From an optimization exercise on the open Yosys and OpenROAD flow, aimed at small area; shortcuts taken in it are not production practice.
The RTL was checked by simulation tests, not by an equivalence proof against the original design.
The clock port is modelled as an ideal driver; clocking choices that lean on that would not hold on a real chip.
Power figures rest on the tool's default switching activity, not on a simulated workload.

== trial 2 ==
==> flow/design.v (excerpt) <==
module sync_shfifo #(
    parameter FIFO_WIDTH = 32,
    parameter FIFO_ADDR  = 5,
    parameter FIFO_DEPTH = 1 << FIFO_ADDR,
    parameter FIFO_AE_THRESHOLD = 1,
    parameter FIFO_AF_THRESHOLD = FIFO_DEPTH -1)
(
    input                           clk,
    input                           rst_n,
    input                           fifo_wen,
    input      [FIFO_WIDTH-1 :0]    fifo_wdat,
    input                           fifo_ren,
    output     [FIFO_WIDTH-1 :0]    fifo_rdat,
    output                          fifo_empty,
    output                          fifo_full,
    output                          fifo_aempty,
    output                          fifo_afull,
    output     [FIFO_ADDR :0]       fifo_wcnt,
    output reg [FIFO_ADDR :0]       fifo_rcnt,
    output reg                      fifo_wr_full_err,
    output reg                      fifo_rd_empty_err
);
Size in the first run: about 1600 cells after synthesis, roughly 1000 flip-flops, about 86 I/O pins.
Settings: LEC_CHECK=0, CAP_MARGIN=10, CORE_MARGIN=2, CORE_UTILIZATION=55, CTS_BUF_LIST=sky130_fd_sc_hd__clkbuf_8, CTS_CLUSTER_DIAMETER=60, CTS_CLUSTER_SIZE=16, SLEW_MARGIN=10, SYNTH_HIERARCHICAL=1; clock period 7.0 ns.
standard.sh (not shown) runs the stock make flow with config.mk's settings and CLKGATE_MAP_FILE= SYNTH_SCRIPT=/design/flow/synth_recipe.tcl, a recipe that flattens the netlist after the stock synthesis.
==> flow/flow/run.sh <==
#!/bin/bash
# Standard ORFS layout (the standard.sh, standard synthesis unchanged) with
# these changes to how the layout is made:
#  - port buffers are sky130_fd_sc_hd__buf_1 (repair_design then sizes up or
#    buffers the ones with large loads);
#  - clock tree synthesis without dummy loads (same clustering and buffer as
#    config.mk's CTS settings);
#  - after CTS, an area-recovery pass (flow/downsize.tcl) downsizes
#    combinational cells while slew, capacitance and timing stay met.
set -uo pipefail
export BUFFER_PORTS_ARGS="-buffer_cell sky130_fd_sc_hd__buf_1"
export CTS_ARGS="-sink_clustering_enable -repair_clock_nets -sink_clustering_size 16 -sink_clustering_max_diameter 60 -buf_list sky130_fd_sc_hd__clkbuf_8 -dont_use_dummy_load"
export POST_CTS_TCL=$PWD/flow/post_cts.tcl
bash standard.sh > standard.log 2>&1
rc=$?
mkdir -p orfs_logs
cp -r orfs/logs/. orfs_logs/ 2>/dev/null || true
exit $rc
Other scripts of this flow, unchanged in this note and not shown: flow/flow/downsize.tcl, flow/flow/post_cts.tcl
Trial 2: flow completed, timing, DRC and antenna clean
Inputs modified between trial 2 and build 80:
-- flow/flow/run.sh --
<<< trial 2, line 12
export CTS_ARGS="-sink_clustering_enable -repair_clock_nets -sink_clustering_size 16 -sink_clustering_max_diameter 60 -buf_list sky130_fd_sc_hd__clkbuf_8 -dont_use_dummy_load"
>>> build 80, line 12
export CTS_ARGS="-sink_clustering_enable -repair_clock_nets -sink_clustering_size 17 -sink_clustering_max_diameter 80 -buf_list sky130_fd_sc_hd__clkbuf_8 -dont_use_dummy_load"
Notes after the runs:
The routed length per instance was comparable across build 80 and trial 2. Diff trial 2 -> build 80: final cell count roughly the same; net switching power decreased about 0.54%; combinational power did not really move; share of power burned in combinational logic flat.


Starting RTL as in the previous note.
Settings: LEC_CHECK=0, CAP_MARGIN=10, CORE_MARGIN=2, CORE_UTILIZATION=55, CTS_BUF_LIST=sky130_fd_sc_hd__clkbuf_8, CTS_CLUSTER_DIAMETER=50, CTS_CLUSTER_SIZE=18, SLEW_MARGIN=10, SYNTH_HIERARCHICAL=1; clock period 7.0 ns.
==> flow/flow/run.sh <==
#!/bin/bash
# Standard ORFS layout (the standard.sh, standard synthesis unchanged);
# the only change: port buffers are sky130_fd_sc_hd__buf_1 (repair_design
# then sizes up or buffers the ones with large loads).
set -uo pipefail
export BUFFER_PORTS_ARGS="-buffer_cell sky130_fd_sc_hd__buf_1"
bash standard.sh > standard.log 2>&1
rc=$?
mkdir -p orfs_logs
cp -r orfs/logs/. orfs_logs/ 2>/dev/null || true
exit $rc
Rerun with:
Settings changed: CTS_CLUSTER_DIAMETER 50 to 80, CTS_CLUSTER_SIZE 18 to 16.
The changed run produced a clean layout.
Clock-buffer cell count drops by 18.
Hold slack improved by 6.6 ps.
Via count goes down by 1.6%.
First-iteration DRC count decreases by 1.2%.
Setup slack gains 61 ps.
Sequential cell count does not change.
Die area does not change.
Fmax goes up by 1.1%.
Area after synthesis does not change.
Rerun with:
Settings changed: CTS_CLUSTER_DIAMETER 80 to 60.
What happened:
- die area stays the same
- fmax goes down by 0.99%
- final cell count stays flat
- combinational power barely changes
- total power goes up by 0.40%
- via count hardly moves
- synthesized cell count stays the same
- hold slack got worse by 5.5 ps
- worst setup slack got worse by 54 ps
- count of clock-buffer cells in the layout stays the same


sync_shfifo, a different RTL version from the one above (not shown whole).
Size in the first run: about 1000 flip-flops, roughly 86 I/O pins.
Settings: LEC_CHECK=0, CAP_MARGIN=10, CORE_MARGIN=2, CORE_UTILIZATION=55, CTS_BUF_LIST=sky130_fd_sc_hd__clkbuf_8, CTS_CLUSTER_DIAMETER=60, CTS_CLUSTER_SIZE=16, SLEW_MARGIN=10, SYNTH_HIERARCHICAL=1; clock period 7.0 ns.
==> flow/flow/run.sh <==
#!/bin/bash
# Standard ORFS layout (the standard.sh, standard synthesis unchanged) with:
#  - port buffers sky130_fd_sc_hd__buf_1;
#  - power recovery after global routing (downsizes cells off the critical
#    path), followed by a repair_design pass to restore slew/cap limits.
set -uo pipefail
export BUFFER_PORTS_ARGS="-buffer_cell sky130_fd_sc_hd__buf_1"
export RECOVER_POWER=100
export POST_GLOBAL_ROUTE_TCL=$PWD/flow/post_grt.tcl
bash standard.sh > standard.log 2>&1
rc=$?
mkdir -p orfs_logs
cp -r orfs/logs/. orfs_logs/ 2>/dev/null || true
exit $rc
==> flow/flow/post_grt.tcl <==
# after power recovery: fix any slew/cap violation it introduced
global_route -start_incremental
repair_design -verbose -cap_margin $::env(CAP_MARGIN) -slew_margin $::env(SLEW_MARGIN)
detailed_placement
global_route -end_incremental
estimate_parasitics -global_routing
report_check_types -max_slew -max_capacitance -violators
The starting point passed the timing, DRC and antenna checks.
Rerun with:
==> flow/flow/run.sh (replaced) <==
#!/bin/bash
# Standard ORFS layout (the standard.sh, standard synthesis unchanged);
# the only change: port buffers are sky130_fd_sc_hd__buf_1 (repair_design
# then sizes up or buffers the ones with large loads).
set -uo pipefail
export BUFFER_PORTS_ARGS="-buffer_cell sky130_fd_sc_hd__buf_1"
bash standard.sh > standard.log 2>&1
rc=$?
mkdir -p orfs_logs
cp -r orfs/logs/. orfs_logs/ 2>/dev/null || true
exit $rc
--- a/flow/config.mk
+++ b/flow/config.mk
@@ -8,8 +8,8 @@
 export CAP_MARGIN = 10
 export CORE_MARGIN = 2
-export CORE_UTILIZATION = 55
-export CTS_BUF_LIST = sky130_fd_sc_hd__clkbuf_8
-export CTS_CLUSTER_DIAMETER = 60
-export CTS_CLUSTER_SIZE = 16
+export CORE_UTILIZATION = 65
+export CTS_BUF_LIST = sky130_fd_sc_hd__clkbuf_4
+export CTS_CLUSTER_DIAMETER = 40
+export CTS_CLUSTER_SIZE = 10
 export SLEW_MARGIN = 10
 export SYNTH_HIERARCHICAL = 1
removed: flow/flow/post_grt.tcl
Effect: Non-clock buffer count fell by 24; wire length fell by 1.2%; hold slack got worse by 0.064 ns; register-to-register slack improved by 0.39 ns; area after synthesis stays the same.

==> afterwards: timing with drivers on the ports <==
The flow's constraints put no driver on any port. The routed layouts listed below were extracted and timed again, unchanged, in two steps. Step 1 assumes that a clkbuf_16 drives the clock port and a buf_2 every other input. Step 2, shift: input delay + t, output delay - t, t = (earliest + latest rising clock arrival at the registers) / 2. This alone moves slack from input paths to output paths. a / b / c = ideal ports / drivers / drivers and shift; a / b = the first two.
run | t, ns | setup slack, ns | worst setup path after step 2 | worst data-port slew with drivers (ns)
trial 2 | 0.746 | 0.411 / 0.350 / 1.096 | register to output | 0.06
build 80 | 0.730 | 0.428 / 0.371 / 1.101 | register to output | 0.06
the first run of note 2 | 0.762 | 1.540 / 1.485 / 2.247 | register to output | 0.06
the second run of note 2 | 0.742 | 1.601 / 1.537 / 2.279 | register to output | 0.06
the third run of note 2 | 0.748 | 1.547 / 1.486 / 2.234 | register to output | 0.06
the first run of note 3 | 0.740 | 1.800 / 1.740 / 2.360 | input to register | 0.13
the second run of note 3 | 1.081 | 1.497 / 1.437 / 2.518 | register to output | 0.12
After both steps every run listed still meets setup and hold.
